This is an optimization exercise on Yosys and OpenROAD, whose aim is small area and a short achievable clock period, not a production implementation.
RTL that was checked went through simulation tests only; none was proved equivalent to the original.
No functional check of the RTL was part of run 2.

==> flow/design.v (outline; a module is shown in full before it is edited, if it fits) <==
// module next_rcv_seq_counter: 13 lines
// module ack_nak_lat_timer: 38 lines
// module lcrc_blk: 66 lines
// module lcrc_m128: 35 lines
// module lcrc_fin: 34 lines
// module CRC_CHK: 20 lines
// module DLL_RX_TOP: 139 lines
module DLL_RX_TOP (
    input  wire         clk,
    input  wire         rst,
    input  wire         DL_Down,
    input  wire [127:0] I_DLL,
    input  wire         In_vld,
    input  wire [5:0]   In_len,
    input  wire         In_end,
    input  wire         In_type,
    input  wire         initiate_ack,
    input  wire         initiate_nak,
    output wire [127:0] Data_o,
    output wire         Data_vld,
    output wire         Data_end,
    output wire [5:0]   Data_len,
    output wire [11:0]  req_seq_num,
    output wire         schedule_ack,
    output wire         NAK_SCHEDULED,
    output wire         CRC_CHK_vld_dllp,
    output wire         ack_nak_time_out
);
  // ...
==> flow/run.sh <==
#!/bin/bash
# synth_recipe.tcl (not shown) runs the flow's synth.tcl, then flattens the netlist and writes it again
# the make line also repeats each setting of config.mk as NAME=value (left out here)
make -C /OpenROAD-flow-scripts/flow DESIGN_CONFIG=/design/flow/config.mk WORK_HOME=/design/flow/orfs CLKGATE_MAP_FILE= SYNTH_SCRIPT=/design/flow/synth_recipe.tcl finish
==> flow/config.mk <==
export PLATFORM = sky130hd
export DESIGN_NAME = DLL_RX_TOP
export DESIGN_NICKNAME = DLL_RX_TOP
export VERILOG_FILES = /design/flow/design.v
export SDC_FILE = /design/flow/constraint.sdc
export NUM_CORES = 4
export LEC_CHECK = 0
export CAP_MARGIN = 20
export CORE_MARGIN = 2
export CORE_UTILIZATION = 40
export SLEW_MARGIN = 20
==> flow/constraint.sdc <==
create_clock -name core_clock -period 40.0 [get_ports {clk}]
set_input_delay 8.0000 -clock core_clock [delete_from_list [all_inputs] [get_ports {clk}]]
set_output_delay 8.0000 -clock core_clock [all_outputs]
set_load 0.01 [all_outputs]
==> summary.txt, run 1 <==
status complete, no violations; relative slew slack 27.9%; bufs w/o clock 396; Crit path depth 10; I/O pin cnt 294; CP required 32.00 ns; final hold vios 0; post-CTS setup buffers 0; final setup vio count 0; CLK BUF 104; Slew Limit Fails 0; reg2reg start R[6]; sequential cell area 19300 µm²; Synth async-reset ratio 11.2%; Sinks on Clock Net 658; metal2 WL 64500 µm; Reg2Reg Setup Slack 33.65 ns; post-route cell area 50000 µm²; Well Taps 1403; Detailed Route WL 139000 µm; non-clk buf share 7.45%; Area-dominant class multi-input combinational cells; Top Layer Used met4; fraction of synthesized area in multiplexers 4.94%; CP startpoint kind input port; H-tree Lvls 3; WL per Instance 27.1 µm; vias in the first global route 26500; initial detailed-routing violation count 2695; most frequent cells in the layout xnor2_1, edfxtp_1, nand2_1; post-synth cell types 66; Synth Area in Adders 0.609%; CTS tree built; Cell Area, Synth 43100 µm²; Synth top area share 40.0%; Buf+Inv Stages, Crit Path 2; Slew @ Worst Pin 1.08 ns; number of CTS-inserted buffers 73
==> module next_rcv_seq_counter, before the edit <==
module next_rcv_seq_counter (
    input  wire        clk,
    input  wire        rst,
    input  wire        DL_Down,
    input  wire        NRS_INC,
    output reg  [11:0] next_rcv_seq
);
    always @(posedge clk or negedge rst) begin
        if (!rst)         next_rcv_seq <= 12'h000;
        else if (DL_Down) next_rcv_seq <= 12'h000;
        else if (NRS_INC) next_rcv_seq <= next_rcv_seq + 1'b1;
    end
endmodule
==> module ack_nak_lat_timer, before the edit <==
module ack_nak_lat_timer (
    input  wire clk,
    input  wire rst,
    input  wire lat_timer_start,
    input  wire nak_scheduled,
    output reg  ack_nak_time_out
);
    localparam [1:0] IDLE = 2'd0, RUN = 2'd1, HALT = 2'd2;
    reg [1:0] st, st_n;
    reg [8:0] timer, timer_n;
    reg       to_r;
    always @(posedge clk or negedge rst) begin
        if (!rst) begin st <= IDLE; timer <= 9'd0; to_r <= 1'b0; end
        else begin st <= st_n; timer <= timer_n; to_r <= ack_nak_time_out; end
    end
    always @(*) begin
        ack_nak_time_out = to_r;
        timer_n = 9'd0;
        st_n = IDLE;
        case (st)
            IDLE: begin
                st_n    = lat_timer_start ? RUN : IDLE;
                timer_n = {8'd0, lat_timer_start};
            end
            RUN: begin
                if (timer == 9'd300) begin
                    st_n = HALT; ack_nak_time_out = 1'b1; timer_n = timer;
                end else begin
                    timer_n = timer + 9'd1;
                    if (nak_scheduled) st_n = HALT;
                    else begin st_n = RUN; ack_nak_time_out = 1'b0; end
                end
            end
            HALT: st_n = lat_timer_start ? RUN : IDLE;
            default: begin st_n = IDLE; ack_nak_time_out = 1'b0; timer_n = timer; end
        endcase
    end
endmodule
==> module CRC_CHK, before the edit <==
module CRC_CHK (input wire [31:0] d, input wire [15:0] crc, output wire ok);
  wire [15:0] s;
  assign s[0] = d[0] ^ d[4] ^ d[8] ^ d[12] ^ d[13] ^ d[15] ^ d[20] ^ d[21] ^ d[23] ^ d[26] ^ d[28] ^ d[29] ^ d[31] ^ crc[0] ^ 1'b1;
  assign s[1] = d[0] ^ d[1] ^ d[4] ^ d[5] ^ d[8] ^ d[9] ^ d[12] ^ d[14] ^ d[15] ^ d[16] ^ d[20] ^ d[22] ^ d[23] ^ d[24] ^ d[26] ^ d[27] ^ d[28] ^ d[30] ^ d[31] ^ crc[1] ^ 1'b0;
  assign s[2] = d[1] ^ d[2] ^ d[5] ^ d[6] ^ d[9] ^ d[10] ^ d[13] ^ d[15] ^ d[16] ^ d[17] ^ d[21] ^ d[23] ^ d[24] ^ d[25] ^ d[27] ^ d[28] ^ d[29] ^ d[31] ^ crc[2] ^ 1'b0;
  assign s[3] = d[0] ^ d[2] ^ d[3] ^ d[4] ^ d[6] ^ d[7] ^ d[8] ^ d[10] ^ d[11] ^ d[12] ^ d[13] ^ d[14] ^ d[15] ^ d[16] ^ d[17] ^ d[18] ^ d[20] ^ d[21] ^ d[22] ^ d[23] ^ d[24] ^ d[25] ^ d[30] ^ d[31] ^ crc[3] ^ 1'b1;
  assign s[4] = d[1] ^ d[3] ^ d[4] ^ d[5] ^ d[7] ^ d[8] ^ d[9] ^ d[11] ^ d[12] ^ d[13] ^ d[14] ^ d[15] ^ d[16] ^ d[17] ^ d[18] ^ d[19] ^ d[21] ^ d[22] ^ d[23] ^ d[24] ^ d[25] ^ d[26] ^ d[31] ^ crc[4] ^ 1'b1;
  assign s[5] = d[2] ^ d[4] ^ d[5] ^ d[6] ^ d[8] ^ d[9] ^ d[10] ^ d[12] ^ d[13] ^ d[14] ^ d[15] ^ d[16] ^ d[17] ^ d[18] ^ d[19] ^ d[20] ^ d[22] ^ d[23] ^ d[24] ^ d[25] ^ d[26] ^ d[27] ^ crc[5] ^ 1'b1;
  assign s[6] = d[3] ^ d[5] ^ d[6] ^ d[7] ^ d[9] ^ d[10] ^ d[11] ^ d[13] ^ d[14] ^ d[15] ^ d[16] ^ d[17] ^ d[18] ^ d[19] ^ d[20] ^ d[21] ^ d[23] ^ d[24] ^ d[25] ^ d[26] ^ d[27] ^ d[28] ^ crc[6] ^ 1'b0;
  assign s[7] = d[4] ^ d[6] ^ d[7] ^ d[8] ^ d[10] ^ d[11] ^ d[12] ^ d[14] ^ d[15] ^ d[16] ^ d[17] ^ d[18] ^ d[19] ^ d[20] ^ d[21] ^ d[22] ^ d[24] ^ d[25] ^ d[26] ^ d[27] ^ d[28] ^ d[29] ^ crc[7] ^ 1'b1;
  assign s[8] = d[5] ^ d[7] ^ d[8] ^ d[9] ^ d[11] ^ d[12] ^ d[13] ^ d[15] ^ d[16] ^ d[17] ^ d[18] ^ d[19] ^ d[20] ^ d[21] ^ d[22] ^ d[23] ^ d[25] ^ d[26] ^ d[27] ^ d[28] ^ d[29] ^ d[30] ^ crc[8] ^ 1'b0;
  assign s[9] = d[6] ^ d[8] ^ d[9] ^ d[10] ^ d[12] ^ d[13] ^ d[14] ^ d[16] ^ d[17] ^ d[18] ^ d[19] ^ d[20] ^ d[21] ^ d[22] ^ d[23] ^ d[24] ^ d[26] ^ d[27] ^ d[28] ^ d[29] ^ d[30] ^ d[31] ^ crc[9] ^ 1'b1;
  assign s[10] = d[7] ^ d[9] ^ d[10] ^ d[11] ^ d[13] ^ d[14] ^ d[15] ^ d[17] ^ d[18] ^ d[19] ^ d[20] ^ d[21] ^ d[22] ^ d[23] ^ d[24] ^ d[25] ^ d[27] ^ d[28] ^ d[29] ^ d[30] ^ d[31] ^ crc[10] ^ 1'b0;
  assign s[11] = d[8] ^ d[10] ^ d[11] ^ d[12] ^ d[14] ^ d[15] ^ d[16] ^ d[18] ^ d[19] ^ d[20] ^ d[21] ^ d[22] ^ d[23] ^ d[24] ^ d[25] ^ d[26] ^ d[28] ^ d[29] ^ d[30] ^ d[31] ^ crc[11] ^ 1'b0;
  assign s[12] = d[0] ^ d[4] ^ d[8] ^ d[9] ^ d[11] ^ d[16] ^ d[17] ^ d[19] ^ d[22] ^ d[24] ^ d[25] ^ d[27] ^ d[28] ^ d[30] ^ crc[12] ^ 1'b1;
  assign s[13] = d[1] ^ d[5] ^ d[9] ^ d[10] ^ d[12] ^ d[17] ^ d[18] ^ d[20] ^ d[23] ^ d[25] ^ d[26] ^ d[28] ^ d[29] ^ d[31] ^ crc[13] ^ 1'b1;
  assign s[14] = d[2] ^ d[6] ^ d[10] ^ d[11] ^ d[13] ^ d[18] ^ d[19] ^ d[21] ^ d[24] ^ d[26] ^ d[27] ^ d[29] ^ d[30] ^ crc[14] ^ 1'b0;
  assign s[15] = d[3] ^ d[7] ^ d[11] ^ d[12] ^ d[14] ^ d[19] ^ d[20] ^ d[22] ^ d[25] ^ d[27] ^ d[28] ^ d[30] ^ d[31] ^ crc[15] ^ 1'b0;
  assign ok = ~|s;
endmodule
==> module DLL_RX_TOP, before the edit <==
module DLL_RX_TOP (
    input  wire         clk,
    input  wire         rst,
    input  wire         DL_Down,
    input  wire [127:0] I_DLL,
    input  wire         In_vld,
    input  wire [5:0]   In_len,
    input  wire         In_end,
    input  wire         In_type,
    input  wire         initiate_ack,
    input  wire         initiate_nak,
    output wire [127:0] Data_o,
    output wire         Data_vld,
    output wire         Data_end,
    output wire [5:0]   Data_len,
    output wire [11:0]  req_seq_num,
    output wire         schedule_ack,
    output wire         NAK_SCHEDULED,
    output wire         CRC_CHK_vld_dllp,
    output wire         ack_nak_time_out
);
    localparam [1:0] S_IDLE = 2'd0, S_R1 = 2'd1, S_R2 = 2'd2, S_CMP = 2'd3;
    reg  [1:0] st;
    wire vtlp  = In_vld & In_type;
    wire s_idle = (st == S_IDLE);
    wire s_r1   = (st == S_R1);
    wire s_r2   = (st == S_R2);
    wire s_cmp  = (st == S_CMP);
    wire t0  = s_idle & vtlp;             
    wire t1  = s_r1 & vtlp;               
    wire t1s = t1 & In_end;               
    wire t1l = t1 & ~In_end;              
    wire t2  = s_r2 & vtlp;               
    always @(posedge clk or negedge rst) begin
        if (!rst) st <= S_IDLE;
        else case (st)
            S_IDLE: st <= vtlp ? S_R1 : S_IDLE;
            S_R1:   st <= vtlp ? (In_end ? S_CMP : S_R2) : S_IDLE;
            S_R2:   st <= vtlp ? S_CMP : S_IDLE;
            default: st <= S_IDLE;
        endcase
    end
    reg          wp;
    reg  [111:0] H0, H1, C0, C1;
    reg  [15:0]  B0, B1, D0, D1;
    reg  [5:0]   N0, N1;
    reg          zc0, zc1, zd0, zd1;
    wire [5:0]   len_m6 = In_len - 6'd6;
    always @(posedge clk) begin
        if (t0 & ~wp) begin H0 <= I_DLL[111:0]; N0 <= len_m6; end
        if (t0 &  wp) begin H1 <= I_DLL[111:0]; N1 <= len_m6; end
        if (t1 & ~wp) begin B0 <= I_DLL[127:112]; zc0 <= In_end; end
        if (t1 &  wp) begin B1 <= I_DLL[127:112]; zc1 <= In_end; end
        if (t1l & ~wp) C0 <= I_DLL[111:0];
        if (t1l &  wp) C1 <= I_DLL[111:0];
        if (t2 & ~wp) D0 <= I_DLL[127:112];
        if (t2 &  wp) D1 <= I_DLL[127:112];
        if ((t1s | t2) & ~wp) zd0 <= t1s;
        if ((t1s | t2) &  wp) zd1 <= t1s;
    end
    reg dv, dloc;
    always @(posedge clk or negedge rst) begin
        if (!rst) begin
            wp <= 1'b0; dv <= 1'b0; dloc <= 1'b0;
        end else begin
            if (t1s | t2) wp <= ~wp;
            if (t2) begin dv <= 1'b1; dloc <= wp; end
        end
    end
    wire [15:0] d_old = ({16{dv & ~dloc}} & D0) | ({16{dv & dloc}} & D1);
    wire [31:0] ehi, elo, mr, k0, fin;
    reg  [31:0] R, SC;
    reg         crc_ok;
    lcrc_blk  u_blk (.d(I_DLL), .e_hi(ehi), .e_lo(elo));
    lcrc_m128 u_m   (.r(R), .q(mr), .k0(k0));
    wire [31:0] rn = ehi ^ ((s_r1 & In_end) ? SC : elo) ^ (s_r1 ? mr : k0);
    wire [31:0] rf = s_r2 ? R : rn;
    wire [15:0] df = s_r2 ? I_DLL[127:112] : d_old;
    lcrc_fin  u_fin (.r(rf), .d(df), .q(fin));
    always @(posedge clk) begin
        if (t0 | t1l) R <= rn;
        if (t1s | t2) crc_ok <= (fin == I_DLL[111:80]);
    end
    always @(posedge clk or negedge rst) begin
        if (!rst) SC <= 32'd0;
        else if (t1l) SC <= elo;
    end
    reg  [11:0] seq;
    reg         seq_hz;       
    wire [11:0] NRS;
    reg  [11:0] req_r;
    reg         nak_r;
    always @(posedge clk) begin
        if (t0) begin seq <= I_DLL[123:112]; seq_hz <= ~|I_DLL[127:124]; end
    end
    wire seq_eq = seq_hz & (seq == NRS);
    wire seq_le = seq_hz & (seq <= NRS);
    wire acc    = s_cmp & crc_ok & seq_eq;
    wire [11:0] nrs_m1 = NRS - 12'd1;
    assign schedule_ack  = s_cmp & crc_ok & seq_le;
    assign NAK_SCHEDULED = s_cmp ? ~(crc_ok & seq_le) : nak_r;
    assign req_seq_num   = s_cmp ? ((crc_ok & ~seq_eq) ? nrs_m1 : seq) : req_r;
    always @(posedge clk or negedge rst) begin
        if (!rst) begin nak_r <= 1'b0; req_r <= 12'd0; end
        else begin nak_r <= NAK_SCHEDULED; req_r <= req_seq_num; end
    end
    next_rcv_seq_counter nrs_counter (
        .clk(clk), .rst(rst), .DL_Down(DL_Down), .NRS_INC(acc), .next_rcv_seq(NRS));
    reg ov1, ov2, e1, rp;
    reg [5:0] dlen;
    wire [5:0] nsel = rp ? N1 : N0;
    always @(posedge clk) begin
        if (!rst) begin
            ov1 <= 1'b0; ov2 <= 1'b0; e1 <= 1'b0; rp <= 1'b0; dlen <= 6'd0;
        end else begin
            ov1  <= acc;
            e1   <= acc & (nsel == 6'd16);
            ov2  <= ov1 & ~e1;
            if (Data_end) rp <= ~rp;
            dlen <= acc ? nsel : (ov1 & ~e1) ? dlen : 6'd0;
        end
    end
    assign Data_vld = ov1 | ov2;
    assign Data_end = e1 | ov2;
    assign Data_len = dlen;
    wire h0 = ov1 & ~rp, h1 = ov1 & rp;
    wire c0 = ov2 & ~rp & ~zc0, c1 = ov2 & rp & ~zc1;
    wire q0 = ov2 & ~rp & ~zd0, q1 = ov2 & rp & ~zd1;
    assign Data_o[127:16] = ({112{h0}} & H0) | ({112{h1}} & H1) |
                            ({112{c0}} & C0) | ({112{c1}} & C1);
    assign Data_o[15:0]   = ({16{h0}} & B0) | ({16{h1}} & B1) |
                            ({16{q0}} & D0) | ({16{q1}} & D1);
    wire dllp_ok;
    CRC_CHK crc_checker (.d(I_DLL[127:96]), .crc(I_DLL[95:80]), .ok(dllp_ok));
    assign CRC_CHK_vld_dllp = In_vld & ~In_type & dllp_ok;
    ack_nak_lat_timer latency_timer (
        .clk(clk), .rst(rst), .lat_timer_start(acc), .nak_scheduled(initiate_nak),
        .ack_nak_time_out(ack_nak_time_out));
endmodule
==> run 2: changes to the inputs <==
==> flow/design.v (replaced) <==
module Demux (
    input wire [127:0]       I_DLL,
    input wire               In_vld,
    input wire [5:0]        In_len,
    input wire               In_end,
    input wire               In_type,
    output reg [127:0]      TLP_Dmux_o,
    output reg [63:0]       DLLP_Dmux_o,
    output reg              Dmux_vld_dllp, 
    output reg              Dmux_vld_tlp,  
    output reg              Dmux_o_end,
    output reg [5:0]        Dmux_o_len
);
always @(*) begin 
    TLP_Dmux_o = 128'b0;
    DLLP_Dmux_o = 64'b0;
    Dmux_vld_dllp = 1'b0;
    Dmux_vld_tlp = 1'b0;
    Dmux_o_len = 6'b0;
    Dmux_o_end = 1'b0;
    if (In_vld) begin
        if (!In_type) begin
            Dmux_o_len = 6'd6;  
            Dmux_vld_dllp = 1'b1;
            DLLP_Dmux_o = I_DLL[127:64];  
            Dmux_o_end = 1'b1;          
        end
        else begin 
            Dmux_o_len = In_len - 6;  
            Dmux_vld_tlp = 1'b1;
            TLP_Dmux_o = I_DLL;
            Dmux_o_end = In_end;         
        end
    end  
  else  begin 
    TLP_Dmux_o = 128'b0;
    DLLP_Dmux_o = 64'b0;
    Dmux_vld_dllp = 1'b0;
    Dmux_vld_tlp = 1'b0;
    Dmux_o_len = 6'b0;
    Dmux_o_end = 1'b0;
  end
end
endmodule
module next_rcv_seq_counter (
    input wire clk,                    
    input wire rst,                  
    input wire DL_Down,        
    input wire NRS_INC,       
    output reg [11:0] next_rcv_seq      
);
    always @(posedge clk or negedge rst) begin
        if (!rst) begin
            next_rcv_seq <= 12'h000;
        end
        else if (DL_Down) begin
            next_rcv_seq <= 12'h000;
        end
        else if (NRS_INC) begin
            next_rcv_seq <= next_rcv_seq + 1'b1;
        end
    end
endmodule
module  ack_nak_lat_timer (
    input wire          clk,
    input wire          rst, 
    input wire          lat_timer_start ,  
    input wire          ack_scheduled ,
    input wire          nak_scheduled,
    output reg             ack_nak_time_out             
);
reg [8:0]   timer ; 
reg [8:0]   timer_nxt ; 
reg  ack_nak_time_out_reg ;
parameter timer_limit =  300 ;
typedef enum  
{
    idle ,
    timer_run ,
    reset_halt ,
    reset_run  
}state_t;
state_t current_state, next_state ;
always @(posedge clk or negedge rst) begin 
   if(!rst)  
   begin  
        current_state <= idle ;
        timer <= 9'b0 ; 
        ack_nak_time_out_reg<= 0 ;
     end
     else begin 
        current_state <= next_state ;
        timer <= timer_nxt ; 
        ack_nak_time_out_reg <= ack_nak_time_out;
     end
end
always @(*) begin 
timer_nxt =timer ; 
ack_nak_time_out = ack_nak_time_out_reg;  
   case(current_state) 
    idle : begin   
        timer_nxt = 0 ;
        if(lat_timer_start)   
         begin 
            next_state = timer_run ;
            timer_nxt = timer_nxt + 1'b1 ;
         end
         else  
            begin 
                next_state = idle ;
                timer_nxt = 9'b0 ;  
            end
    end 
    timer_run : begin 
        timer_nxt = timer_nxt + 1'b1 ;  
        if(timer == timer_limit) begin  
            next_state = reset_halt ;
            ack_nak_time_out = 1 ;    
            timer_nxt = timer  ;
        end  
        else if (nak_scheduled) begin 
             next_state  =reset_halt ; 
        end
        else   begin 
            next_state = timer_run ;
            ack_nak_time_out = 0 ;  
        end
    end
    reset_halt : begin   
         timer_nxt = 0 ;
        if(lat_timer_start) 
        begin  
            next_state = timer_run ;  
        end
        else  
            next_state = idle ;
    end 
    default : begin 
                 next_state = idle ;
                 ack_nak_time_out = 0;
    end
   endcase 
end
endmodule 
module SEQ_CHKR 
(
input wire          clk , rst , 
input wire          LCRC_chk_vld_tlp ,
input wire          Dmux_vld_tlp ,
input wire  [127:0] TLP_Dmux_o ,
input wire  [5:0]   Dmux_o_len ,  
input wire          Dmux_o_end ,    
input wire  [11:0]  NRS , 
output reg          NRS_INC ,
output reg          schedule_ack ,    
output reg          NAK_SCHEDULED,
output reg   [11:0] req_seq_num,  
output reg   [127:0] Data_o   ,
output reg           Data_vld , 
output reg           Data_end ,
output reg   [5:0]   Data_len  ,
output reg           lat_timer_start                
);
logic [15:0] received_tlp_seq ; 
reg   [15:0] received_tlp_seq_reg; 
logic [255:0] tlp_payload ; 
reg   [261:0] tlp_payload_buff [1:0] ;   
logic   start_transmitting ;  
logic  [127:0] TLP_Dmux_o_reg; 
logic   [11:0]  req_seq_num_reg;
logic w_ptr,w_ptr_c; 
logic r_ptr,r_ptr_c; 
logic wr_en; 
logic rd_en;
logic short_tlp ;
logic [2:0] trans_segs ;  
logic [2:0] receive_segs ;  
logic [5:0] expected_len ;
assign expected_len = Dmux_o_len - 6; 
logic tlp_end; 
logic NAK_SCHEDULED_reg ;
typedef enum {
idle ,
receive_1, 
receive_2 ,
compare_chk 
}state_w; 
state_w current_state , next_state ;
typedef enum {
trans_1,
trans_2
}state_t; 
state_t curr_s,nxt_s ;
always@(posedge clk or negedge rst) 
begin 
  if(!rst)  begin 
       current_state<=idle ; 
       received_tlp_seq_reg<=0; 
       curr_s <= trans_1 ; 
       NAK_SCHEDULED_reg<=0;
       req_seq_num_reg<=0;
  end 
  else  
  begin 
    current_state <= next_state ; 
    received_tlp_seq_reg<= received_tlp_seq; 
    curr_s <= nxt_s; 
    NAK_SCHEDULED_reg<=NAK_SCHEDULED;
    req_seq_num_reg<=req_seq_num;
  end
end
always@(*) 
begin  
    received_tlp_seq= received_tlp_seq_reg ;
    start_transmitting = 0;
    wr_en = 0 ; 
    NRS_INC =0;
    schedule_ack =0 ;
    NAK_SCHEDULED = NAK_SCHEDULED_reg ;
    req_seq_num = req_seq_num_reg; 
    receive_segs =0 ; 
    tlp_end=0; 
    lat_timer_start =0 ;
case (current_state)  
 idle: begin  
       if(Dmux_vld_tlp)  
        begin   
            received_tlp_seq = TLP_Dmux_o[127 :112] ;   
            wr_en =1 ;  
           receive_segs =1;  
            next_state = receive_1 ;
        end  
        else  begin 
         next_state = idle ; 
         wr_en = 0 ;
        end
 end 
   receive_1 : begin 
            if(Dmux_vld_tlp)  
            begin   
                wr_en =1;
                if(Dmux_o_end)  begin  
                  next_state = compare_chk ;
                  tlp_end =1; 
                  receive_segs = 2 ;
                end
                else  begin 
                    next_state =receive_2 ;
                    receive_segs = 3 ;
                end
            end   
            else  begin 
            next_state = idle ;
             wr_en =0;
            end
   end
   receive_2 : begin  
            if(Dmux_vld_tlp) begin  
                wr_en =1; 
                next_state =compare_chk ; 
                receive_segs = 4;
            end 
            else  begin 
            next_state = idle ;  
            wr_en = 0;
            end
   end
    compare_chk : begin   
        next_state = idle ;
        wr_en =0;
         if(LCRC_chk_vld_tlp)  
         begin  
            if(received_tlp_seq == {4'b0,NRS} )  begin  
              schedule_ack =1 ;  
              lat_timer_start =1;
              start_transmitting =1 ;  
              NRS_INC=1;  
              req_seq_num = received_tlp_seq ; 
              NAK_SCHEDULED = 0; 
            end
            else if (received_tlp_seq < {4'h0,NRS})  begin  
              schedule_ack = 1;  
              req_seq_num = NRS - 1 ;
              start_transmitting = 0 ;   
              NAK_SCHEDULED = 0;
            end
            else  begin   
             NAK_SCHEDULED =1 ; 
             req_seq_num  =  NRS - 1  ;   
             start_transmitting = 0 ;     
            end  
         end 
        else   begin  
         NAK_SCHEDULED =1; 
         req_seq_num = received_tlp_seq;
        end
    end   
    default : begin  
        wr_en = 0 ;
        next_state = idle ;
        NRS_INC =0 ; 
        schedule_ack = 0 ; 
        NAK_SCHEDULED = NAK_SCHEDULED_reg;
        req_seq_num = req_seq_num_reg ; 
        tlp_end=0; 
        lat_timer_start= 0;
    end 
endcase 
end 
always @(*)  
begin 
    rd_en = 0 ; 
    short_tlp =0; 
    trans_segs =0 ;
   case(curr_s)
    trans_1: begin   
        if(start_transmitting)  
        begin    
              trans_segs = 1 ;  
              rd_en = 1; 
              if(tlp_payload_buff[r_ptr][261:256] == 16) begin
              nxt_s  = trans_1 ;  
              short_tlp = 1 ;
              end
              else  
              nxt_s = trans_2 ;  
        end 
        else          
        begin  
            nxt_s = trans_1 ;
            rd_en = 0 ;
        end 
    end 
     trans_2 :  begin  
        trans_segs = 3'd2 ; 
        rd_en =1 ;   
        nxt_s =trans_1 ;  
    end
    default : begin  
      rd_en = 0 ;
      short_tlp = 0 ; 
      trans_segs = 0 ;
      nxt_s = trans_1 ;
    end
   endcase 
end
 always@(posedge clk)  begin  
    if (!rst)  begin 
         for(integer i=0; i<2; i=i+1)
        tlp_payload_buff[i] <= {256{1'b0}}; 
        w_ptr <= 0 ; 
        r_ptr <= 0 ; 
        Data_vld <= 0;
        Data_o<=128'b0 ;  
        Data_len<=0;
        Data_end<=0;
        TLP_Dmux_o_reg<=0;
    end  
    else   
      begin 
        TLP_Dmux_o_reg<=TLP_Dmux_o;
        case(receive_segs)   
        3'd1:   begin 
        if(wr_en) begin 
           tlp_payload_buff[w_ptr][255:144] <= TLP_Dmux_o[111:0] ;  
           tlp_payload_buff[w_ptr][261:256] <= Dmux_o_len ;
        end
        end
        3'd2: begin 
        if(wr_en) begin 
           tlp_payload_buff[w_ptr][143:128] <= TLP_Dmux_o[127:112]  ; 
           tlp_payload_buff[w_ptr][127:0] <= 128'b0;   
           if(tlp_end) begin 
                  w_ptr <= w_ptr + 1'b1 ;
            end   
        end
        end
        3'd3:  begin  
          if(wr_en) begin 
            tlp_payload_buff[w_ptr][143:16] <= TLP_Dmux_o ;
          end
        end 
        3'd4 : begin  
          if(wr_en) begin 
            tlp_payload_buff[w_ptr][15:0] <= TLP_Dmux_o[127:112] ;   
            w_ptr <= w_ptr + 1'b1 ;
          end
        end
        endcase 
      end
      case(trans_segs)  
        3'd0: begin 
             Data_vld <=0;  
             Data_o<=0; 
             Data_end<=0;  
             Data_len<=0;
        end
        3'd1 : begin  
          if (rd_en) begin 
            Data_o  <= tlp_payload_buff[r_ptr][255:128] ;   
            Data_len <= tlp_payload_buff[r_ptr][261:256] ;
            Data_vld  <=1; 
            if(short_tlp)  begin 
              r_ptr <= r_ptr + 1'b1;
              Data_end <=1;
            end
            else    begin 
             Data_end <=0; 
            end 
          end
        end
        3'd2 :  begin  
          if (rd_en) begin  
            Data_o  <= tlp_payload_buff[r_ptr][127:0] ;   
            Data_vld <=1;  
            r_ptr <= r_ptr + 1'b1; 
            Data_end<=1;
          end
        end
        endcase
 end
endmodule 
module lcrc_chk 
(
   input wire          clk ,rst ,
   input wire          Dmux_vld_tlp ,
   input wire  [127:0] TLP_Dmux_o ,
   input wire  [5:0]   Dmux_o_len ,
   input wire          Dmux_o_end , 
   output reg          LCRC_chk_vld_tlp 
); 
parameter POLY = 32'h04C11DB7;
reg [271:0] data_collected ; 
reg [271:0] data_collected_reg ; 
reg [31:0] lcrc_received;  
reg [31:0] lcrc_received_reg;  
reg [31:0] generated_lcrc;
integer i; 
bit din ; 
reg completed_data;
logic tlp_truncated; 
typedef enum 
{
idle ,
receive_1 , 
receive_2,
compute_lcrc
} state_t;
state_t current_state, next_state ;
always@(posedge clk or negedge rst) begin 
if(!rst) begin 
      current_state <= idle ;   
      data_collected_reg <= 272'b0; 
      lcrc_received_reg <= 32'hFFFFFFFF;  
end
else  
begin 
    current_state <= next_state ;
      data_collected_reg <= data_collected;  
      lcrc_received_reg <= lcrc_received; 
end
end
 always@(*) 
 begin 
   LCRC_chk_vld_tlp = 1'b0;
   din = 1'b0;
   i = 0;
   generated_lcrc = 32'hFFFFFFFF;  
   tlp_truncated = 1'b0;  
   data_collected = data_collected_reg; 
   lcrc_received = lcrc_received_reg; 
   completed_data = 0;  
   case(current_state) 
      idle :  begin 
      if(Dmux_vld_tlp)     
        begin 
               data_collected[271:144] = TLP_Dmux_o ; 
               next_state = receive_1 ;
        end
        else  begin 
        next_state =idle ;  
        data_collected = data_collected_reg ; 
        end
      end
    receive_1 : begin 
         if(Dmux_vld_tlp) begin 
             if(Dmux_o_end) begin   
                data_collected[143:128] = TLP_Dmux_o [127:112] ;   
                data_collected[271:144] =data_collected_reg[271:144]; 
                lcrc_received = TLP_Dmux_o[111-:32] ;  
                 next_state = compute_lcrc ; 
                 tlp_truncated = 1 ;   
             end
             else begin 
                    data_collected[143:16] = TLP_Dmux_o;
                    data_collected[271:144] = data_collected_reg[271:144]; 
                    next_state = receive_2 ;
             end
         end
         else 
         next_state =idle ;
    end
    receive_2 :begin 
        if(Dmux_vld_tlp) begin 
                data_collected[15:0] = TLP_Dmux_o[127:112];  
                data_collected[143:16] = data_collected_reg[143:16]; 
                  data_collected[271:144] = data_collected_reg[271:144];
                lcrc_received = TLP_Dmux_o[111:80];    
                next_state = compute_lcrc ;
        end 
        else  
        next_state = idle ;
    end
    compute_lcrc : begin  
           next_state = idle ; 
            if(tlp_truncated)begin 
                  for (i = 0; i < 144; i = i + 1) begin  
                     din = data_collected[271 - i] ^ generated_lcrc[31];     
                     generated_lcrc = (generated_lcrc << 1);
                    if (din) generated_lcrc = generated_lcrc ^ POLY;
                end  
                if(generated_lcrc == lcrc_received) begin 
                     LCRC_chk_vld_tlp = 1'b1;  
                     generated_lcrc = 32'hFFFFFFFF;  
                  end
                  else begin 
                     LCRC_chk_vld_tlp = 1'b0;  
                     generated_lcrc = 32'hFFFFFFFF;  
                  end
            end 
            else begin   
               completed_data =1 ;  
                for (i = 0; i < 272; i = i + 1) begin  
                     din = data_collected[271 - i] ^ generated_lcrc[31];     
                     generated_lcrc = (generated_lcrc << 1);
                    if (din) generated_lcrc = generated_lcrc ^ POLY;
                end
                  if(generated_lcrc == lcrc_received) begin 
                        LCRC_chk_vld_tlp = 1'b1;  
                     end
                     else begin 
                        LCRC_chk_vld_tlp = 1'b0;  
                     end
            end
    end
    default : begin 
        next_state = idle ;  
        LCRC_chk_vld_tlp = 1'b0;  
        tlp_truncated = 1'b0;  
    end
   endcase
 end
endmodule
module CRC_CHK (
    input wire          Dmux_vld_dllp,
    input wire  [63:0] DLLP_Dmux_o,
    output reg          CRC_CHK_vld_dllp
);  
parameter POLY = 16'h100B ;
integer i ;
bit din; 
wire [15:0] crc_received ;
reg [15:0] generated_crc ;
assign crc_received = DLLP_Dmux_o[31:16];  
always @(*) begin 
CRC_CHK_vld_dllp = 1'b0;
generated_crc = 16'hFFFF;  
din = 1'b0;
i = 0;
  if(Dmux_vld_dllp) begin 
      for(i = 0 ; i < 32 ; i= i+1) begin 
            din  = DLLP_Dmux_o[63 - i] ^ generated_crc[15];   
            generated_crc = (generated_crc << 1);
            if (din) generated_crc = generated_crc ^ POLY;
      end
       if(generated_crc == crc_received) begin 
        CRC_CHK_vld_dllp = 1'b1;  
       end
       else 
        CRC_CHK_vld_dllp = 1'b0;  
  end
    else 
        generated_crc = 16'hFFFF;  
end
endmodule 
module DLL_RX_TOP (
    input wire clk,
    input wire rst,
    input wire DL_Down,
    input wire [127:0] I_DLL,
    input wire In_vld,
    input wire [5:0] In_len,
    input wire In_end,
    input wire In_type, 
    input wire  initiate_ack ,
    input wire  initiate_nak , 
    output wire [127:0] Data_o,
    output wire Data_vld,
    output wire Data_end,
    output wire [5:0] Data_len,
    output wire [11:0] req_seq_num,
    output wire schedule_ack,
    output wire NAK_SCHEDULED,
    output wire CRC_CHK_vld_dllp ,
    output wire ack_nak_time_out 
);
    wire [127:0] TLP_Dmux_o;
    wire [63:0] DLLP_Dmux_o;
    wire Dmux_vld_dllp;
    wire Dmux_vld_tlp;
    wire Dmux_o_end;
    wire [5:0] Dmux_o_len;
    wire [11:0] NRS ;
    wire LCRC_chk_vld_tlp; 
    wire NRS_INC ; 
    wire lat_timer_start;
    Demux demux_inst (
        .I_DLL(I_DLL),
        .In_vld(In_vld),
        .In_len(In_len),
        .In_end(In_end),
        .In_type(In_type),
        .TLP_Dmux_o(TLP_Dmux_o),
        .DLLP_Dmux_o(DLLP_Dmux_o),
        .Dmux_vld_dllp(Dmux_vld_dllp),
        .Dmux_vld_tlp(Dmux_vld_tlp),
        .Dmux_o_end(Dmux_o_end),
        .Dmux_o_len(Dmux_o_len)
    );
    lcrc_chk lcrc_checker (
        .clk(clk),
        .rst(rst),
        .Dmux_vld_tlp(Dmux_vld_tlp),
        .TLP_Dmux_o(TLP_Dmux_o),
        .Dmux_o_len(Dmux_o_len),
        .Dmux_o_end(Dmux_o_end),
        .LCRC_chk_vld_tlp(LCRC_chk_vld_tlp)
    );
    SEQ_CHKR seq_checker (
        .clk(clk),
        .rst(rst),
        .LCRC_chk_vld_tlp(LCRC_chk_vld_tlp),
        .Dmux_vld_tlp(Dmux_vld_tlp),
        .TLP_Dmux_o(TLP_Dmux_o),
        .Dmux_o_len(Dmux_o_len),
        .Dmux_o_end(Dmux_o_end),
        .NRS(NRS),
        .NRS_INC(NRS_INC),
        .schedule_ack(schedule_ack),
        .NAK_SCHEDULED(NAK_SCHEDULED),
        .req_seq_num(req_seq_num),
        .Data_o(Data_o),
        .Data_vld(Data_vld),
        .Data_end(Data_end),
        .Data_len(Data_len),
        .lat_timer_start(lat_timer_start)
    );
    next_rcv_seq_counter nrs_counter (
        .clk(clk),
        .rst(rst),
        .DL_Down(DL_Down),
        .NRS_INC(NRS_INC),
        .next_rcv_seq(NRS)
    );
    CRC_CHK crc_checker (
        .Dmux_vld_dllp(Dmux_vld_dllp),
        .DLLP_Dmux_o(DLLP_Dmux_o),
        .CRC_CHK_vld_dllp(CRC_CHK_vld_dllp)
    );
    ack_nak_lat_timer latency_timer (
        .clk(clk),
        .rst(rst),
        .lat_timer_start(lat_timer_start),
        .ack_scheduled(initiate_ack),
        .nak_scheduled(initiate_nak),
        .ack_nak_time_out(ack_nak_time_out)
    );
endmodule
==> summary.txt, run 2 <==
critical path arrival 28.91 ns; reg2reg start lcrc_checker.data_collected_reg[268]; Synth area leader xnor3_1; Primary FF master, synth edfxtp_1; first-pass GRT wire length 350000 µm; port buffer count 292; CTS resizes 0; YS warnings 6; Slew @ Worst Pin 1.10 ns (+0.0151 ns); Post-synth top cells xnor2_1, xnor3_1, edfxtp_1; CP required 32.00 ns (about the same); clock skew 0.0473 ns; layout cells sized above 1 16.8%; WL per Instance 28.6 µm (+5.6%); Cells after DPL 8406; num rows 163; Net Count, Synth 5764; clock slew at reported path FFs 0.06 ns; die span in y 450 µm; most frequent cells in the layout xnor2_1, xnor3_1, edfxtp_1; post-synth cell types 71 (+7.6%); Synth async-reset ratio 35.4% (+24 points); placement-stage cell area 85700 µm²; Core ar. 197000 µm²; die area 202000 µm²; Detailed Route WL 247000 µm (+78%); Hold-fix buffers, CTS 0; CP startpoint kind flop; dpl hpwl 188000 µm; Remaining DRCs 0; end of the critical path req_seq_num[0]; Synth Register Bits 1024; Area Overhead vs Synth 12.5%; largest net degree at the start of global routing 147; fin crit share 92.3%; Root Driver clkbuf_16; top-count cell post-synth xnor2_1; Max Clock Freq 27.1 MHz; max-cap viol count 0; fin util 45.3%; H-tree Lvls 3 (unchanged); Final #Nets 6042; I/O pin cnt 294 (unchanged); max reg flops 524; Slew Limit Fails 0 (unchanged); WHS 0.467 ns; initial antenna violation count 29; min Tclk post-route 36.91 ns; most common cell after layout, fill and taps aside xnor2_1; vias per cell 5.28; final setup vio count 0 (unchanged); top post-synthesis cells by area xnor3_1, edfxtp_1, xnor2_1; Reg2Reg Setup Slack 10.82 ns (-22.83 ns); GR Util All Layers 24.1%; die width 450 µm; Cell Area, Synth 79500 µm² (+84%); Crit. End Element output pin; clock latency (worst-skew pair) 0.78 ns; Most common cell on crit path xnor3_1; Synth top area share 22.8% (-17 points); Longest Clk Path Bufs 3; RSZ-0062 raised after global routing false; pre-CTS setup slack 4.22 ns; post-synthesis instance total 5601; synthesized area per cell 14.2 µm²; Vias 45500; Sinks on Clock Net 1024 (+56%); routability-driven placement congestion ratio 0.961; vias in the first global route 45900 (+73%); post-CTS setup buffers 0 (unchanged); initial detailed-routing violation count 3966 (+47%); status complete, no violations; DR pass1 iterations 5; number of synthesized flops with an enable pin 524; Crit path largest cell delay 0.97 ns; initial core utilization 40.3%; final hold vios 0 (unchanged); relative slew slack 25.0% (-2.9 points); HP Class reg2reg; RR Endpoint seq_checker.Data_o[45]; crit-path max FO 49; Post-DRT Antenna Nets 0; CTS tree built; register area share after synthesis 34.7%; fin worst setup slack 3.09 ns; CP max stage cell xnor3_1; post-route cell area 89500 µm² (+79%); number of CTS-inserted buffers 109 (+49%); gr ovfl total 0; setup TNS 0 ns; Critical Path Start lcrc_checker.data_collected_reg[268]; fin cells 8625; Critical Setup Path Class reg2out; R2R cell count 52
[run 2: cell count changes in the layout (fill, tap and decap cells not counted), sizes merged, moves of 128 or more]
cell	before	now
xnor3	223	858
mux2	139	415
nand2	434	262
xnor2	876	1082
and2	9	455
dfrtp	74	330
xor2	245	396
dfxtp	10	138
a22oi	129	1
o31ai	5	138
[run 2: layer usage]
| layer | up-vias | GRT usage [%] | wire length [µm] |
|---|---|---|---|
| met3 | 279 | 2.96 | 13800 |
| met2 | 1341 | 38.7 | 115000 |
| met1 | 23800 | 33.7 | 108000 |
| li1 | 20100 | - | - |
| met5 | - | 0 | 37 |
| met4 | 8 | 8.43 | 9140 |
[run 2: kinds of logic after synthesis]
group / Yosys count / share of synthesized area (%)
AOI/OAI and AO/OA: 300 / 2.70
buffers and inverters: 250 / 1.33
xor gates and xnor gates: 2490 / 46.9
muxes: 553 / 7.61
adders and majority gates: 21 / 0.330
DFF: 1024 / 34.7
and+or+nand+nor: 963 / 6.42
[run 2: area by class of cell]
class,count,area [µm²]
multi-input cells,4327,51000
inverters,22,82.6
clock buffers,156,3120
diodes,12,30.0
fillers,17700,108000
repair buffers,395,3740
flip-flops and latches,1024,27600
well taps,2640,3300
clock inverters,49,632
[run 2: critical path, delay by kind of cell, from the launching register on]
| family | cells | cell delay, ns |
|---|---|---|
| compound gates | 3 | 1.42 |
| xor+xnor | 45 | 24.09 |
| flops | 1 | 0.68 |
| simple gates | 2 | 0.77 |
| buf+inv | 2 | 1.08 |
[run 2: worst min-delay path by stage]
stage | start | end | slack, ns | depth (start not counted)
floorplan | latency_timer.timer[8] | latency_timer.timer[8] | 0.45 | 1
global placement | seq_checker.Data_len[0] | seq_checker.Data_len[0] | 0.46 | 2
detailed placement | seq_checker.Data_len[4] | seq_checker.Data_len[4] | 0.46 | 2
CTS | seq_checker.Data_len[4] | seq_checker.Data_len[4] | 0.47 | 2
global route | seq_checker.Data_len[4] | seq_checker.Data_len[4] | 0.48 | 2
finish | seq_checker.Data_len[4] | seq_checker.Data_len[4] | 0.47 | 2

separate check: timing with driven ports:
No port has a modelled driver above. Below, the same layouts with a new extraction and two added sets of constraints. Step 1, drivers: a clkbuf_16 drives clk and a buf_2 each remaining input, both assumed. Step 2 moves the port delays by t, midway between the first and last clock arrival at a register: inputs arrive t later, outputs are due t later. That takes back most of the time a late clock gives input paths. Slacks: ideal ports / drivers / drivers and shift; pairs: ideal ports / drivers.
| run | shift t [ns] | setup WS [ns] | latest minus earliest clock arrival (ns) | worst slew at a driven data input, ns |
|---|---|---|---|---|
| run 1 | 0.700 | 19.792 / 19.770 / 19.770 | 0.041 / 0.041 | 0.08 |
| run 2 | 0.849 | 3.087 / 3.000 / 3.848 | 0.051 / 0.051 | 0.21 |
After both steps every run listed still meets setup and hold. The setup slack of run 1, which loses most, moves by -0.022 ns with the drivers and by -0.022 ns with both steps.
